This design comes from an exercise in tuning for small area on the open sky130 flow, not from production work. Only simulation tests tie the RTL to the original design; equivalence was not proved. No driver is modelled on the clock port, so clock power and skew are understated where the tree is cut down; a real chip needs a root buffer or a tree. Power is estimated from default activity; no workload was simulated.

// top
module top(
    input ck, reset,
    input mode, hh, mm, switch,
    output alarm, mode0, mode1,
    output CA, CB, CC, CD, CE, CF, CG, DP,
    output [7:0] AN
    );
    wire mode_d, mode_p0, mode_p1;
    wire hh_d, hh_p0, hh_p1;
    wire mm_d, mm_p0, mm_p1;
    wire sw_d, sw_p0, sw_p1;
    deb #(0) u0(ck, reset, mode, mode_d, mode_p0, mode_p1);
    deb #(0) u1(ck, reset, hh, hh_d, hh_p0, hh_p1);
    deb #(0) u2(ck, reset, mm, mm_d, mm_p0, mm_p1);
    deb #(1) u3(ck, reset, switch, sw_d, sw_p0, sw_p1);
    reg ca;
    always @(posedge ck, posedge reset)
        if (reset) ca <= 1'b1;
        else ca <= ca ^ mode_p0;
    wire sec, min, refresh, hit;
    lfsr #(13, 8, 1, 13'h1d7, 13'h3af) t_hs(ck, reset, sec);
    lfsr #(20, 0, 0, 20'ha74f5, 20'h4e9eb) t_mn(ck, reset, min);
    lfsr #(4, 2, 1, 4'hc, 4'h8) t_rf(ck, reset, refresh);
    lfsr #(13, 8, 1, 13'h1d7, 13'h3af) t_mt(ck, mm_p1, hit);
    localparam IDLE = 3'b000, WAIT = 3'b001, A1 = 3'b011, I1 = 3'b111, A2 = 3'b010, I2 = 3'b110;
    reg [2:0] s;
    reg [2:0] s_next;
    always @(*)
        case (s)
            IDLE: s_next = mm_p0 ? WAIT : IDLE;
            WAIT: s_next = !mm_d ? IDLE : (hit && !mm_p1) ? A1 : WAIT;
            A1:   s_next = !mm_d ? A2 : hit ? I1 : A1;
            I1:   s_next = A1;
            A2:   s_next = mm_d ? IDLE : hit ? I2 : A2;
            I2:   s_next = A2;
            default: s_next = IDLE;
        endcase
    always @(posedge ck)
        s <= reset ? IDLE : s_next;
    wire autom = (s == A1) | (s == I1) | (s == A2) | (s == I2);
    wire inc = (s == I1) | (s == I2) | ((s == WAIT) & mm_p1);
    wire up_clock60 = (inc & ca) | (min & ~autom);
    wire up_alarm60 = inc & ~ca;
    wire ca_prev = ca ^ mode_p1;
    wire up_alarm24 = hh_p1 & ~ca_prev;
    reg [3:0] h0, h2, a0, a2;
    reg [2:0] h1, a1;
    reg [1:0] h3, a3;
    wire c0 = up_clock60 & h0[3] & h0[0];
  ...
For scale: roughly 460 cells after synthesis, ~25 I/O pins.
export LEC_CHECK = 0
export CAP_MARGIN = 20
export CORE_MARGIN = 2
export CORE_UTILIZATION = 70
export SLEW_MARGIN = 20
create_clock -name core_clock -period 10.0 [get_ports {ck}]
standard.sh (not shown) runs the stock make flow with config.mk's settings and CLKGATE_MAP_FILE= SYNTH_SCRIPT=/design/flow/synth_recipe.tcl, a recipe that flattens the netlist after the stock synthesis.
==> flow/flow/run.sh <==
#!/bin/bash
# Layout flow: the standard layout (standard.sh) with three changes:
#  1. after the standard synthesis, the combinational logic is mapped again
#     for area (flow/area.abc); the flip-flops are kept exactly as the
#     standard synthesis made them (same instances, names and cells);
#  2. the port buffers are buf_1 cells, and one tie cell drives all the
#     constant outputs;
#  3. the clock tree is built by flow/manual_cts.tcl: four clkbuf_16 driven
#     by the clock port, each driving the flip-flops of a quarter of the die.
# Each tool's output goes to a log file of its own in this folder.
set -euo pipefail
export BUFFER_PORTS_ARGS="-buffer_cell sky130_fd_sc_hd__buf_1"
export SKIP_REPAIR_TIE_FANOUT=1
export PRE_CTS_TCL="$PWD/flow/manual_cts.tcl"
export MCTS_ROOT=none
export MCTS_LEAVES=4
export MCTS_LEAF=sky130_fd_sc_hd__clkbuf_16
R="orfs/results/${FLOW_PLATFORM}/top/base"
LIB="${FLOW_HOME}/platforms/${FLOW_PLATFORM}/lib/sky130_fd_sc_hd__tt_025C_1v80.lib"
YOSYS="$(command -v yosys || echo "${FLOW_HOME}/../tools/install/yosys/bin/yosys")"

bash standard.sh synth > standard_synth.log 2>&1

cp "$R/1_2_yosys.v" "$R/1_2_yosys_standard.v"
DU="-dont_use sky130_fd_sc_hd__probe_p_8 -dont_use sky130_fd_sc_hd__probec_p_8 -dont_use sky130_fd_sc_hd__lpflow_*"
"$YOSYS" -p "read_liberty -ignore_miss_func $LIB; blackbox sky130_fd_sc_hd__df*; \
  read_verilog $R/1_2_yosys_standard.v; hierarchy -top $FLOW_TOP; flatten; opt_clean; \
  abc -liberty $LIB $DU -script flow/area.abc; opt_clean -purge; splitnets; opt_clean -purge; \
  hilomap -singleton -hicell sky130_fd_sc_hd__conb_1 HI -locell sky130_fd_sc_hd__conb_1 LO; \
  insbuf -buf sky130_fd_sc_hd__buf_4 A X; \
  read_liberty -lib -overwrite -ignore_miss_func $LIB; hierarchy -top $FLOW_TOP; \
  check -assert -mapped; tee -o resynth_stat.txt stat -liberty $LIB; \
  write_verilog -noattr -nohex -nodec $R/1_2_yosys.v" > resynth.log 2>&1

bash standard.sh finish > standard_finish.log 2>&1
==> flow/flow/manual_cts.tcl <==
# Replaces clock_tree_synthesis: the clock port drives one root clock buffer
# (MCTS_ROOT, or none) which drives MCTS_LEAVES leaf clock buffers (MCTS_LEAF), each driving the flip-flops nearest to it
# (or, with NB = 0, the root drives every flip-flop).
proc clock_tree_synthesis {args} {
  set block [ord::get_db_block]
  set db [ord::get_db]
  set clk [$block findNet ck]
  set rootm ""
  if {$::env(MCTS_ROOT) ne "none"} { set rootm [$db findMaster $::env(MCTS_ROOT)] }
  set sinks [$clk getITerms]
  set xs 0; set ys 0; set n 0
  foreach it $sinks {
    set loc [[$it getInst] getLocation]
    set xs [expr {$xs + [lindex $loc 0]}]; set ys [expr {$ys + [lindex $loc 1]}]; incr n
  }
  set cx [expr {int($xs / $n)}]; set cy [expr {int($ys / $n)}]
  if {$rootm eq "NULL" || $rootm eq ""} {
    set rnet $clk
  } else {
    set root [odb::dbInst_create $block $rootm clkbuf_root]
    set rnet [odb::dbNet_create $block clknet_root]
    $rnet setSigType CLOCK
    [$root findITerm A] connect $clk
    [$root findITerm X] connect $rnet
    $root setLocation $cx $cy
    $root setPlacementStatus PLACED
  }
  set nb $::env(MCTS_LEAVES)
  if {$nb == 0} {
    foreach it $sinks { $it disconnect; $it connect $rnet }
    return
  }
  # split sinks into a grid of nb groups: columns by x, then rows by y
  set lst {}
  foreach it $sinks { set loc [[$it getInst] getLocation]; lappend lst [list [lindex $loc 0] [lindex $loc 1] $it] }
  set lst [lsort -integer -index 0 $lst]
  set ncol [expr {int(ceil(sqrt($nb)))}]
  set nrow [expr {int(ceil(double($nb) / $ncol))}]
  set groups {}
  set percol [expr {int(ceil(double([llength $lst]) / $ncol))}]
  for {set c 0} {$c < $ncol} {incr c} {
    set col [lsort -integer -index 1 [lrange $lst [expr {$c*$percol}] [expr {($c+1)*$percol - 1}]]]
    set per [expr {int(ceil(double([llength $col]) / $nrow))}]
    for {set r 0} {$r < $nrow} {incr r} {
      lappend groups [lrange $col [expr {$r*$per}] [expr {($r+1)*$per - 1}]]
    }
  }
  set nb [llength $groups]
  set leafm [$db findMaster $::env(MCTS_LEAF)]
  for {set g 0} {$g < $nb} {incr g} {
    set grp [lindex $groups $g]
    if {[llength $grp] == 0} continue
    set xs 0; set ys 0
    foreach e $grp { set xs [expr {$xs + [lindex $e 0]}]; set ys [expr {$ys + [lindex $e 1]}] }
    set lx [expr {int($xs / [llength $grp])}]; set ly [expr {int($ys / [llength $grp])}]
    set b [odb::dbInst_create $block $leafm clkbuf_leaf_$g]
    set nn [odb::dbNet_create $block clknet_leaf_$g]
    $nn setSigType CLOCK
    [$b findITerm A] connect $rnet
    [$b findITerm X] connect $nn
    $b setLocation $lx $ly
    $b setPlacementStatus PLACED
    foreach e $grp { set it [lindex $e 2]; $it disconnect; $it connect $nn }
  }
}
Other scripts of this flow, unchanged in this note and not shown: flow/flow/area.abc
Then changed:
--- a/flow/flow/run.sh
+++ b/flow/flow/run.sh
@@ -14,5 +14,5 @@
 export PRE_CTS_TCL="$PWD/flow/manual_cts.tcl"
-export MCTS_ROOT=none
-export MCTS_LEAVES=4
-export MCTS_LEAF=sky130_fd_sc_hd__clkbuf_16
+export MCTS_ROOT=sky130_fd_sc_hd__clkbuf_2
+export MCTS_LEAVES=6
+export MCTS_LEAF=sky130_fd_sc_hd__clkbuf_8
 R="orfs/results/${FLOW_PLATFORM}/top/base"
--- a/flow/config.mk
+++ b/flow/config.mk
@@ -9,3 +9,3 @@
 export CORE_MARGIN = 2
-export CORE_UTILIZATION = 70
+export CORE_UTILIZATION = 40
 export SLEW_MARGIN = 20
Outcome:
- final area went up slightly
- combinational power stays flat
- global-route usage went down by 11 points
- die area increases by well over a third
- worst setup slack loses 0.30 ns
- synthesized cell count does not change
- utilization drops by 34 points
- area after synthesis does not change
- via count fell by a few percent
- wire length grows by a few percent
- first-iteration DRC count goes down by well over a third
Then changed:
--- a/flow/flow/run.sh
+++ b/flow/flow/run.sh
@@ -14,5 +14,5 @@
 export PRE_CTS_TCL="$PWD/flow/manual_cts.tcl"
-export MCTS_ROOT=sky130_fd_sc_hd__clkbuf_2
-export MCTS_LEAVES=6
-export MCTS_LEAF=sky130_fd_sc_hd__clkbuf_8
+export MCTS_ROOT=none
+export MCTS_LEAVES=4
+export MCTS_LEAF=sky130_fd_sc_hd__clkbuf_16
 R="orfs/results/${FLOW_PLATFORM}/top/base"
Outcome: Via count goes up by 1.1%; cell area increases by about 0.3%; cell count went down by 0.49%; combinational power barely changes; area after synthesis stays the same; clock skew decreases by 0.0045 ns; die area stays the same; sequential cell count is unchanged.
No run of this note takes its clock network from TritonCTS; it comes from the design's own scripts or RTL.

re-timing with driven ports:
No port has a modelled driver above. Below, the same layouts with a new extraction and two added sets of constraints.
Step 1: set_driving_cell puts a clkbuf_16 on ck and a buf_2 on each other input, an assumption about the parent block.
Step 2 adds t to the input delays and takes it off the output delays; t is the mean of the earliest and latest rising clock arrival at the registers after step 1. Input paths then give back, and output paths get back, about the clock's delay inside the block.
Slacks: ideal ports / drivers / drivers and shift; pairs: ideal ports / drivers.
run	t, ns	slack for setup (ns)	worst setup path after step 2
the first run	0.228	5.356 / 5.283 / 5.511	register to output
the second run	0.512	5.061 / 5.036 / 5.548	register to output
the third run	0.235	5.387 / 5.308 / 5.544	register to output
After both steps every run listed still meets setup and hold.
